Context: an optimization exercise on an open-source flow, tuned for small area. The choices shown serve that exercise and are no tape-out recipe.
The RTL was checked by simulation tests, not by an equivalence proof against the original design.
No activity file was given, so power comes from the tool's default toggle rates.

## ember
==> flow/design.v <==
module DE1_SoC (CLOCK_50, reset, HEX0, KEY, SW, GPIO_1);
	input  logic CLOCK_50;
	input  logic reset;
	output logic [6:0] HEX0;
	input  logic [3:0] KEY;
	input  logic [1:0] SW;
	output logic [35:0] GPIO_1;
	function automatic logic [3:0] lane_a(input logic [3:0] r);
		logic r6;
		r6 = (r == 4'd6);
		lane_a = {r6, 1'b0, r6, r6 | (r == 4'd7) | (r == 4'd11) | (r == 4'd12) | (r == 4'd13) | (r == 4'd14)};
	endfunction
	function automatic logic [3:0] lane_b(input logic [3:0] r);
		lane_b = {(r == 4'd3) | (r == 4'd7) | (r == 4'd12) | (r == 4'd13) | (r == 4'd14),
		          r == 4'd5, r == 4'd2, r == 4'd1};
	endfunction
	logic [3:0] b0, b1n, b2;
	logic [3:0] nrst;
	assign nrst = {4{~reset}};
	always_ff @(posedge CLOCK_50) begin
		b0  <= ~KEY & nrst;
		b1n <= ~(b0 & nrst);
		b2  <= ~b1n & nrst;
	end
	logic [3:0] pulse;
	assign pulse = b2 & b1n;    
	logic [9:0] cnt;
	logic [3:0] rot;
	logic shift;
	always_comb begin
		case (SW)
			2'd0: shift = &cnt[9:5] & cnt[3];                  
			2'd1: shift = cnt >= 10'd500;
			2'd2: shift = cnt >= 10'd200;
			default: shift = cnt >= 10'd100;
		endcase
	end
	always_ff @(posedge CLOCK_50) begin
		if (reset | shift) cnt <= 10'd0;
		else cnt <= cnt + 10'd1;
		rot <= (rot + {3'b0, shift}) & {4{~reset}};
	end
	logic [3:0] frogRow, frogCol;
	logic hit, mid, vps;
	logic [3:0] fA, fB;
	logic [1:0] ra, rb, ra2;
	assign ra = rot[3:2];
	assign rb = rot[1:0];
	assign ra2 = ra + {1'b0, |rb};    
	assign fA = lane_a(frogRow);
	assign fB = lane_b(frogRow);
	assign hit = ((frogCol[1:0] == rb) & fA[frogCol[3:2] - ra])
	           | ((frogCol[1:0] + 2'd1 == rb) & fB[frogCol[3:2] - ra2]);
	logic rInc, rDec, cInc, cDec;
	logic [3:0] rt, ct;
	assign rInc = pulse[2] & ~&frogRow;
	assign rDec = pulse[1] & |frogRow & ~rInc;
	assign cInc = pulse[3] & ~&frogCol;
	assign cDec = pulse[0] & |frogCol & ~cInc;
	always_comb begin
		rt[0] = rInc | rDec;
		ct[0] = cInc | cDec;
		for (int i = 1; i < 4; i++) begin
			rt[i] = rt[i-1] & (frogRow[i-1] ^ rDec);
			ct[i] = ct[i-1] & (frogCol[i-1] ^ cDec);
		end
	end
	always_ff @(posedge CLOCK_50) begin
		if (reset | mid | hit) begin
			frogRow <= 4'd0; frogCol <= 4'd7;
		end else begin
			frogRow <= frogRow ^ rt;
			frogCol <= frogCol ^ ct;
		end
	end
	logic atBottom, inc;
	logic [3:0] score;
	assign atBottom = (frogRow == 4'd15);
	assign inc = ~vps & atBottom;
	always_ff @(posedge CLOCK_50) begin
		mid <= vps;
		vps <= ~(reset | mid) & inc;
		score <= (score + {3'b0, inc}) & {4{inc | ~reset}};
	end
	always_comb begin
		case (score)
			4'd0: HEX0 = 7'b1000000;
			4'd2: HEX0 = 7'b1111001;
			4'd4: HEX0 = 7'b0100100;
			4'd6: HEX0 = 7'b0110000;
			default: HEX0 = 7'b1111111;
		endcase
	end
	logic [3:0] rs;
	always_ff @(posedge CLOCK_50) begin
		if (reset) rs <= 4'd0;
		else rs <= rs + 4'd1;
	end
	logic [15:0] red;
	logic [3:0] sA, sB, Ar, Br;
	assign sA = lane_a(rs);
	assign sB = lane_b(rs);
	always_comb begin
		for (int p = 0; p < 4; p++) begin
			Ar[p] = sA[2'(p - ra)];
			Br[p] = sB[2'(p - ra2)];
		end
		for (int p = 0; p < 4; p++)
			for (int q = 0; q < 4; q++)
				red[4*p+q] = ((2'(q) == rb) & Ar[p]) | ((2'(q+1) == rb) & Br[p]);
	end
	always_comb begin
		GPIO_1[35:32] = rs;
		for (int i = 0; i < 16; i++) begin
			GPIO_1[31-i] = (frogRow == rs) && (frogCol == i[3:0]);
			GPIO_1[15-i] = red[i];
		end
	end
endmodule
make LEC_CHECK=0 CAP_MARGIN=20 CORE_MARGIN=2 CORE_UTILIZATION=40 PLACE_DENSITY=0.6 SLEW_MARGIN=20 finish   # period 8.0 ns
run.sh (not shown) runs the stock make flow with config.mk's settings and CLKGATE_MAP_FILE= SYNTH_SCRIPT=/design/flow/synth_recipe.tcl, a recipe that flattens the netlist after the stock synthesis.
[inputs] cedar vs ember
diff --git a/flow/design.v b/flow/design.v
--- a/flow/design.v
+++ b/flow/design.v
@@ -13,18 +13,18 @@
 	function automatic logic [3:0] lane_b(input logic [3:0] r);
 		lane_b = {(r == 4'd3) | (r == 4'd7) | (r == 4'd12) | (r == 4'd13) | (r == 4'd14),
 		          r == 4'd5, r == 4'd2, r == 4'd1};
 	endfunction
-	logic [3:0] b0, b1n, b2;
-	logic [3:0] nrst;
-	assign nrst = {4{~reset}};
+	logic [3:0] b0, bF, bP;
 	always_ff @(posedge CLOCK_50) begin
-		b0  <= ~KEY & nrst;
-		b1n <= ~(b0 & nrst);
-		b2  <= ~b1n & nrst;
+		if (reset) begin
+			b0 <= 4'b0; bF <= 4'b0; bP <= 4'b0;
+		end else begin
+			b0 <= ~KEY; bF <= b0; bP <= bF;
+		end
 	end
 	logic [3:0] pulse;
-	assign pulse = b2 & b1n;    
+	assign pulse = bP & ~bF;    
 	logic [9:0] cnt;
 	logic [3:0] rot;
 	logic shift;
 	always_comb begin
@@ -35,11 +35,15 @@
 			default: shift = cnt >= 10'd100;
 		endcase
 	end
 	always_ff @(posedge CLOCK_50) begin
-		if (reset | shift) cnt <= 10'd0;
-		else cnt <= cnt + 10'd1;
-		rot <= (rot + {3'b0, shift}) & {4{~reset}};
+		if (reset) begin
+			cnt <= 10'd0; rot <= 4'd0;
+		end else if (shift) begin
+			cnt <= 10'd0; rot <= rot + 4'd1;
+		end else begin
+			cnt <= cnt + 10'd1;
+		end
 	end
 	logic [3:0] frogRow, frogCol;
 	logic hit, mid, vps;
 	logic [3:0] fA, fB;
@@ -50,28 +54,16 @@
 	assign fA = lane_a(frogRow);
 	assign fB = lane_b(frogRow);
 	assign hit = ((frogCol[1:0] == rb) & fA[frogCol[3:2] - ra])
 	           | ((frogCol[1:0] + 2'd1 == rb) & fB[frogCol[3:2] - ra2]);
-	logic rInc, rDec, cInc, cDec;
-	logic [3:0] rt, ct;
-	assign rInc = pulse[2] & ~&frogRow;
-	assign rDec = pulse[1] & |frogRow & ~rInc;
-	assign cInc = pulse[3] & ~&frogCol;
-	assign cDec = pulse[0] & |frogCol & ~cInc;
-	always_comb begin
-		rt[0] = rInc | rDec;
-		ct[0] = cInc | cDec;
-		for (int i = 1; i < 4; i++) begin
-			rt[i] = rt[i-1] & (frogRow[i-1] ^ rDec);
-			ct[i] = ct[i-1] & (frogCol[i-1] ^ cDec);
-		end
-	end
 	always_ff @(posedge CLOCK_50) begin
 		if (reset | mid | hit) begin
 			frogRow <= 4'd0; frogCol <= 4'd7;
 		end else begin
-			frogRow <= frogRow ^ rt;
-			frogCol <= frogCol ^ ct;
+			if (pulse[2] && frogRow != 4'd15)      frogRow <= frogRow + 4'd1;
+			else if (pulse[1] && frogRow != 4'd0)  frogRow <= frogRow - 4'd1;
+			if (pulse[3] && frogCol != 4'd15)      frogCol <= frogCol + 4'd1;
+			else if (pulse[0] && frogCol != 4'd0)  frogCol <= frogCol - 4'd1;
 		end
 	end
 	logic atBottom, inc;
 	logic [3:0] score;
@@ -79,9 +71,10 @@
 	assign inc = ~vps & atBottom;
 	always_ff @(posedge CLOCK_50) begin
 		mid <= vps;
 		vps <= ~(reset | mid) & inc;
-		score <= (score + {3'b0, inc}) & {4{inc | ~reset}};
+		if (inc) score <= score + 4'd1;
+		else if (reset) score <= 4'd0;
 	end
 	always_comb begin
 		case (score)
 			4'd0: HEX0 = 7'b1000000;
Results
Going from ember to cedar, average via count per standard cell went down about 5%; vertical die dimension went down about 1.3%; routed wire length went down 2.4%.
On power dissipated in combinational cells, the lower figure sits with ember, not cedar.
The finished layout cell area on cedar is in line with that on ember.
cedar and ember ended up with roughly the same tightest hold margin.
In cedar relative to ember, sequential logic power had gone up by a few percent.
Die extent in x (cedar vs. ember) decreases slightly
Cmp cedar and ember / signed area change from the synthesized netlist to the final layout / higher: cedar
Against ember, synthesized cell area in cedar fell by a few percent.
Sequential cell count: cedar vs ember identical
Compared cedar vs ember, and final-layout clock buffer total is up in cedar.
Diff ember -> cedar | share of synthesized cell area in full adder, half adder and majority cells | increase of 3.7 points
Side by side, global placement routability congestion turned out higher in cedar than in ember.

-- static timing again, ports no longer ideal --
No port has a modelled driver above. Below, the same layouts with a new extraction and two added sets of constraints.
Step 1, drivers: a clkbuf_16 drives CLOCK_50 and a buf_2 each remaining input, both assumed.
Step 2 times the ports against the registers' clock, not the clock port: input delays grow and output delays shrink by t, the midpoint of the rising clock arrivals with the driver on.
a / b / c = ideal ports / drivers / drivers and shift; a / b = the first two.
run | t (ns) | setup WS [ns] | latest minus earliest clock arrival (ns) | worst slew at a driven data input, ns | cell pins on the clock port's net
ember | 0.326 | 3.233 / 3.205 / 3.531 | 0.010 / 0.011 | 0.03 | 1
cedar | 0.314 | 3.036 / 3.009 / 3.322 | 0.003 / 0.003 | 0.04 | 1
After both steps every run listed still meets setup and hold.
